This is an optimization exercise on Yosys and OpenROAD, whose aim is small area, not a production implementation. Function was checked by simulation only, so behaviour that the tests miss may differ from the original.

==> flow/design.v <==
module sdm_dac_1st #(
    parameter int dac_bw = 16
)(
    input  logic              clk,
    input  logic              rst_n,
    input  logic              valid_in,    
    input  logic [15 : 0]     din,
    output logic              valid_out,   
    output logic              dout
);
    localparam int bw_ext = 2;
    localparam int bw_tot = dac_bw + bw_ext;
    logic                    dout_r;
    logic                    dac_dout;
    logic signed [bw_tot-1:0] DAC_acc_1st;
    logic signed [bw_tot-1:0] dac_val;
    logic signed [bw_tot-1:0] in_ext;
    logic signed [bw_tot-1:0] delta_s0_c0;
    logic signed [bw_tot-1:0] delta_s0_c1;
    localparam logic signed [bw_tot-1:0] max_val = (2 ** (dac_bw - 1)) - 1;
    localparam logic signed [bw_tot-1:0] min_val = -(2 ** (dac_bw - 1));
    always_comb begin
        dac_val = (!dout_r) ? max_val : min_val;
    end
    always_comb begin
        in_ext = {{bw_ext{din[dac_bw - 1]}}, din};
    end
    always_comb begin
        delta_s0_c0 = in_ext + dac_val;
        delta_s0_c1 = DAC_acc_1st + delta_s0_c0;
    end
    always_ff @(posedge clk or negedge rst_n) begin
        if (!rst_n) begin
            DAC_acc_1st <= '0;
        end else if (valid_in) begin  
            DAC_acc_1st <= delta_s0_c1;
        end
    end
    always_ff @(posedge clk or negedge rst_n) begin
        if (!rst_n) begin
            dout_r     <= 1'b0;
            dac_dout   <= 1'b0;
            valid_out  <= 1'b0;
        end else if (valid_in) begin  
            dout_r     <= delta_s0_c1[bw_tot-1];
            dac_dout   <= ~dout_r;
            valid_out  <= 1'b1;  
        end else begin
            valid_out  <= 1'b0;  
        end
    end
    assign dout = dout_r;
endmodule
module comb_decimator #(
    parameter DECIMATION_FACTOR = 16  
)(
    input  logic clk,               
    input  logic reset,             
    input  logic valid_in,          
    input  logic signed [15:0] data_in,  
    output logic valid_out,         
    output logic signed [15:0] data_out  
);
    logic signed [31:0] integrator_reg;  
    logic signed [31:0] decimated_reg;   
    logic signed [31:0] comb_reg;        
    logic [3:0] sample_count;            
    logic valid_decimate;                
    always_ff @(posedge clk or posedge reset) begin
        if (reset) begin
            integrator_reg <= 32'd0;
        end else if (valid_in) begin
            integrator_reg <= integrator_reg + data_in;
        end
    end
    always_ff @(posedge clk or posedge reset) begin
        if (reset) begin
            sample_count <= 4'd0;
            decimated_reg <= 32'd0;
            valid_decimate <= 1'b0;
        end else if (valid_in) begin
            if (sample_count == DECIMATION_FACTOR - 1) begin
                decimated_reg <= integrator_reg;  
                valid_decimate <= 1'b1;          
                sample_count <= 4'd0;            
            end else begin
                sample_count <= sample_count + 4'd1;
                valid_decimate <= 1'b0;
            end
        end else begin
            valid_decimate <= 1'b0;  
        end
    end
    always_ff @(posedge clk or posedge reset) begin
        if (reset) begin
            comb_reg <= 32'd0;
            data_out <= 16'd0;
            valid_out <= 1'b0;
        end else if (valid_decimate) begin
            data_out <= (decimated_reg - comb_reg) >>> 4;  
            comb_reg <= decimated_reg;  
            valid_out <= 1'b1;         
        end else begin
            valid_out <= 1'b0;
        end
    end
endmodule
module fir_decimator #(
    parameter COEFF_WIDTH = 16,
    parameter DATA_WIDTH = 16,
    parameter TAPS = 17,
    parameter DECIMATION_FACTOR = 4
)(
    input  logic clk,
    input  logic rst_n,
    input  logic valid_in,                      
    input  logic signed [DATA_WIDTH-1:0] data_in,  
    output logic valid_out,                     
    output logic signed [DATA_WIDTH-1:0] data_out  
);
    localparam logic [TAPS*COEFF_WIDTH-1:0] COEFFS = {
         -16'sd119, 16'sd197, 16'sd692, 16'sd0,
         -16'sd2613, -16'sd2855, 16'sd5177, 16'sd18681,
         16'sd25580, 16'sd18681, 16'sd5177, -16'sd2855,
         -16'sd2613, 16'sd0, 16'sd692, 16'sd197, -16'sd119
    };
    logic signed [COEFF_WIDTH-1:0] coeff [TAPS];
    always_comb begin
        for (int i = 0; i < TAPS; i++)
            coeff[i] = COEFFS[COEFF_WIDTH*(TAPS-1-i) +: COEFF_WIDTH];
    end
    logic signed [DATA_WIDTH-1:0] delay_line [TAPS-1:0];
    logic valid_pipeline [TAPS-1:0];
    logic signed [DATA_WIDTH+COEFF_WIDTH-1:0] mac_result;
    logic [1:0] decimation_counter;
    always_ff @(posedge clk or negedge rst_n) begin
        if (!rst_n) begin
            for (int i = 0; i < TAPS; i++) begin
                delay_line[i] <= '0;
                valid_pipeline[i] <= 1'b0;
            end
            decimation_counter <= 2'b00;
        end else begin
            if (valid_in) begin
                for (int i = TAPS-1; i > 0; i--) begin
                    delay_line[i] <= delay_line[i-1];
                    valid_pipeline[i] <= valid_pipeline[i-1];
                end
                delay_line[0] <= data_in;
                valid_pipeline[0] <= 1'b1;
                decimation_counter <= decimation_counter + 1;
                if (decimation_counter == DECIMATION_FACTOR - 1) begin
                    decimation_counter <= 2'b00;
                end else begin
                    valid_pipeline[0] <= 1'b0;  
                end
            end else begin
                valid_pipeline[0] <= 1'b0;
            end
        end
    end
    always_comb begin
        mac_result = '0;
        for (int i = 0; i < TAPS; i++) begin
            mac_result = mac_result + delay_line[i] * coeff[i];
        end
    end
    assign data_out = mac_result[DATA_WIDTH+COEFF_WIDTH-1:COEFF_WIDTH];
    assign valid_out = (decimation_counter == DECIMATION_FACTOR - 1);
endmodule
module sdm_adc_art (
    input  logic              clk,
    input  logic              rst_n,
    input  logic              valid_in,    
    input  logic      			din,  
    output logic              valid_out,   
    output logic signed   [15 : 0]   dout  
);
	logic signed [15:0] sdm_bound;
	logic signed [15:0] avg;
	logic						valid;
	 always_comb begin
        sdm_bound = (din) ? 16'sd32767 : -16'sd32767;  
    end
    comb_decimator inst1 (
        .clk(clk),
        .reset(!rst_n),
        .valid_in(valid_in),
        .data_in(sdm_bound),
		  .valid_out(valid),
        .data_out(avg)
    );
	 fir_decimator inst2 (
        .clk(clk),
        .rst_n(rst_n),
        .valid_in(valid),
        .data_in(avg),
		  .valid_out(valid_out),
        .data_out(dout)
    );
endmodule
module top (
    input  logic              		clk,
    input  logic              		rst_n,
    input  logic              		valid_in_dac,    
    input  logic signed [15 : 0]    audio_in,        
    input  logic              		valid_in_adc,    
    input  logic              		sdm_in,          
    output logic              		valid_out_dac,
    output logic              		sdm_out,
    output logic              		valid_out_adc,
    output logic signed [15 : 0]    audio_out
);
  logic valid_out_dac_int;
  logic sdm_out_int;
  logic valid_out_adc_int;
  logic signed [15 : 0] audio_out_int;
  sdm_dac_1st dac_1st_order (
      .clk       (clk),
      .rst_n     (rst_n),
      .valid_in  (valid_in_dac),
      .din       (audio_in),
      .valid_out (valid_out_dac_int),
      .dout      (sdm_out_int)
  );
  assign valid_out_dac = valid_out_dac_int;
  assign sdm_out       = sdm_out_int;
  assign valid_out_adc = valid_out_adc_int;
  assign audio_out     = audio_out_int;
  sdm_adc_art adc_art (
      .clk       (clk),
      .rst_n     (rst_n),
      .valid_in  (valid_in_adc),
      .din       (sdm_in),
      .valid_out (valid_out_adc_int),
      .dout      (audio_out_int)
  );
endmodule
==> flow/run.sh <==
#!/bin/bash
# synth_recipe.tcl (not shown) runs the flow's synth.tcl, then flattens the netlist and writes it again
# the make line also repeats each setting of config.mk as NAME=value (left out here)
make -C /OpenROAD-flow-scripts/flow DESIGN_CONFIG=/design/flow/config.mk WORK_HOME=/design/flow/orfs CLKGATE_MAP_FILE= SYNTH_SCRIPT=/design/flow/synth_recipe.tcl finish
==> flow/config.mk <==
export PLATFORM = sky130hd
export DESIGN_NAME = top
export DESIGN_NICKNAME = top
export VERILOG_FILES = /design/flow/design.v
export SDC_FILE = /design/flow/constraint.sdc
export NUM_CORES = 4
export LEC_CHECK = 0
export CAP_MARGIN = 20
export CORE_MARGIN = 2
export CORE_UTILIZATION = 40
export SLEW_MARGIN = 20
==> flow/constraint.sdc <==
create_clock -name core_clock -period 20.0 [get_ports {clk}]
set_input_delay 4.0000 -clock core_clock [delete_from_list [all_inputs] [get_ports {clk}]]
set_output_delay 4.0000 -clock core_clock [all_outputs]
set_load 0.01 [all_outputs]
==> impl_metrics.py <==
metrics = {
    "yosys": {
        "netlist_area_sq_um": 76500,
        "synth.avg_cell_area_sq_um": 10.8,
        "netlist_instances": 7093,
        "syn_nets": 10100,
        "synth-edff-count": 0,
        "synth-seq-cells": 375,
        "synth.distinct_cells": 66,
        "synth_warnings": 7,
        "yosysSeqAreaShare_pct": 12.3,
        "synthArstFlopShare_pct": 100,
        "synth_ff_type": "dfrtp_1",
    },
    "timing": {
        "setup_viol": 0,
        "fin_skew_ns": 0.115,
        "worst_pin_slew_ns": 1.19,
        "rsz0062_at_grt": "no",
        "fmax_ghz": 0.0541,
        "post-route-period-util_pct": 92.5,
        "final-hold-violation-count": 0,
        "slew_headroom_pct": 20.3,
        "setup_tns_ns": 0,
        "slew_violations": 0,
        "post-route-min-period_ns": 18.50,
        "fin_hold_ws_ns": 0.479,
    },
    "route": {
        "viasPerCell": 4.89,
        "ant_nets": 0,
        "wl_per_cell_um": 22.4,
        "drc": 0,
        "initialDrtViolationCount": 2479,
        "vias": 47400,
        "drt-pass1-iter-count": 5,
        "wl_um": 217000,
    },
    "final_layout": {
        "fillers": 18200,
        "multi_input_area_sq_um": 58600,
        "syn2layout_area_growth_pct": 7.10,
        "largest_reg_flops": 272,
        "layout-drive-gt1-share_pct": 3.99,
        "final_util_pct": 43.1,
        "final_cell_mix": "inv_1, fa_1, ha_1, dfrtp_1, nand2_1",
        "largest_register": "adc_art.inst2.delay_line",
        "final_nets": 10200,
        "final_common_cell": "inv_1",
        "regArea_sq_um": 9390,
    },
    "setup_path": {
        "r2r-start": "dac_1st_order.DAC_acc_1st[17]",
        "crit_fanout": 7,
        "required_ns": 16.00,
        "crit_top_cell": "fa_1",
        "crit_slowest_cell": "dfrtp_1",
        "cp_slowest_stage_delay_ns": 0.56,
        "startpoint_type": "flop",
        "cp.arrival_ns": 14.50,
        "worst-setup-path-type": "flop to output port",
        "crit_start": "adc_art.inst2.delay_line[8][0]",
        "r2r_setup_slack_ns": 15.75,
        "setup.worst_path.end_class": "output port",
    },
    "worst_hold_path": {
        "worstHoldStart": "adc_art.inst1.integrator_reg[19]",
        "min_path_type": "flop to flop",
    },
    "clocking": {
        "post_cts_buffers": 0,
        "clk_pin_slew_ns": 0.06,
        "numCtsBuffers": 55,
        "clock_path_buffers": 3,
        "htreeDepth": 2,
        "ctsResizeCount": 0,
        "clkLatencyLatePin_ns": 0.72,
        "cts_tree": "built",
        "cts.sinks": 375,
        "hold_buffers": 0,
        "root_buffer": "clkbuf_16",
    },
    "floorplanning": {
        "core_area_sq_um": 190000,
        "die_area_sq_um": 195000,
        "die_width_um": 441,
        "io-pin-count": 40,
        "rows": 160,
        "start_util_pct": 40.2,
        "die_h_um": 441,
    },
    "global_routing": {
        "grt_usage_pct": 23.4,
        "grt_pass1_wl_um": 335000,
        "grt_pass1_vias": 53500,
        "grt-ovfl-total": 0,
        "antenna_found_initial": 11,
        "grt_start_max_net_pins": 142,
    },
    "status": {
        "status": "timing/DRC/antenna clean",
    },
    "place": {
        "portBuffers": 39,
        "dp_hpwl_um": 193000,
        "place_congestion": 0.944,
    },
    "job": {
        "drv_cap": 0,
    },
}
[through the flow]
step                cells  worst slack (ns)  area, sq um
floorplan            7093              4.07        76500
global placement     9595              2.29        80100
detailed placement   9595              2.32        80100
CTS                  9699              1.50        82000
global route         9699             0.832        82000
finish               9702              1.50        82000
[worst paths after layout]
check                                                         to  depth (start not counted)
worst max-delay path                               audio_out[15]                         46
worst min-delay path            adc_art.inst1.integrator_reg[19]                          1
worst max register to register     dac_1st_order.DAC_acc_1st[17]                         16
worst min register to register  adc_art.inst1.integrator_reg[19]                          1
max in group asynchronous         adc_art.inst2.delay_line[1][8]                          5
min in group asynchronous           dac_1st_order.DAC_acc_1st[8]                          1
[worst max-delay path, delay by kind of cell (launching register included)]
kind	cells	cell delay (ns)
buffers and inverters	13	1.30
AND/OR/NAND/NOR	2	0.37
AO/OA/AOI/OAI	11	3.03
adder cells (fa/ha/maj)	18	7.85
XOR/XNOR	2	0.64
flip-flops	1	0.56
[logic make-up after synthesis]
kind of cell,synth area share [%]
buffers and inverters,11.1
XOR/XNOR,2.78
flip-flops,12.3
AO/OA/AOI/OAI,3.92
adder cells (fa/ha/maj),64.5
AND/OR/NAND/NOR,3.19
multiplexers,2.26
[layer usage]
layer	wire length (um)	track usage, %
met5	27	0
met4	7710	6.98
met3	10700	3.11
met2	103000	38.8
met1	95500	31.9
[cell type report]
class,instances,share of cell area (%)
Multi-Input combinational cell,4447,71.5
Tap cell,2511,3.83
Sequential cell,375,11.5
Clock inverter,29,0.465
Clock buffer,75,1.87
Inverter,2191,10.0
Timing Repair Buffer,71,0.806
Antenna cell,3,0.00916
[synth_stat cells (59+ instances only)]
master,number,area share (%)
a21oi_1,100,0.65
clkbuf_1,70,0.34
dfrtp_1,375,12
fa_1,1591,42
ha_1,1398,23
inv_1,2189,11
mux2_2,142,2.1
nand2_1,313,1.5
nor2_1,86,0.42
o21ai_0,250,1.6
xnor2_1,181,2.1
xor2_1,59,0.68

==> re-timing with driven ports <==
No port has a modelled driver above. Below, the same layout with a new extraction and two added sets of constraints. Step 1 (the two cells are an assumption about what drives the block):
set clk [get_ports {clk}]
set_driving_cell -lib_cell sky130_fd_sc_hd__clkbuf_16 $clk
set_driving_cell -lib_cell sky130_fd_sc_hd__buf_2 [delete_from_list [all_inputs] $clk]
Step 2, shift: input delay + t, output delay - t, t = (earliest + latest rising clock arrival at the registers) / 2. This alone moves slack from input paths to output paths. Slacks: no drivers / after step 1 / after step 2; pairs: no drivers / after step 1.
t, ns: 0.747
slack for setup (ns): 1.503 / 1.423 / 2.170
hold WS [ns]: 0.479 / 0.479 / 0.479
worst setup path after step 2: register to output
pins driven straight from the clock port: 1
After both steps this run still meets setup and hold. The setup slack of this run moves by -0.080 ns with the drivers and by +0.667 ns with both steps.
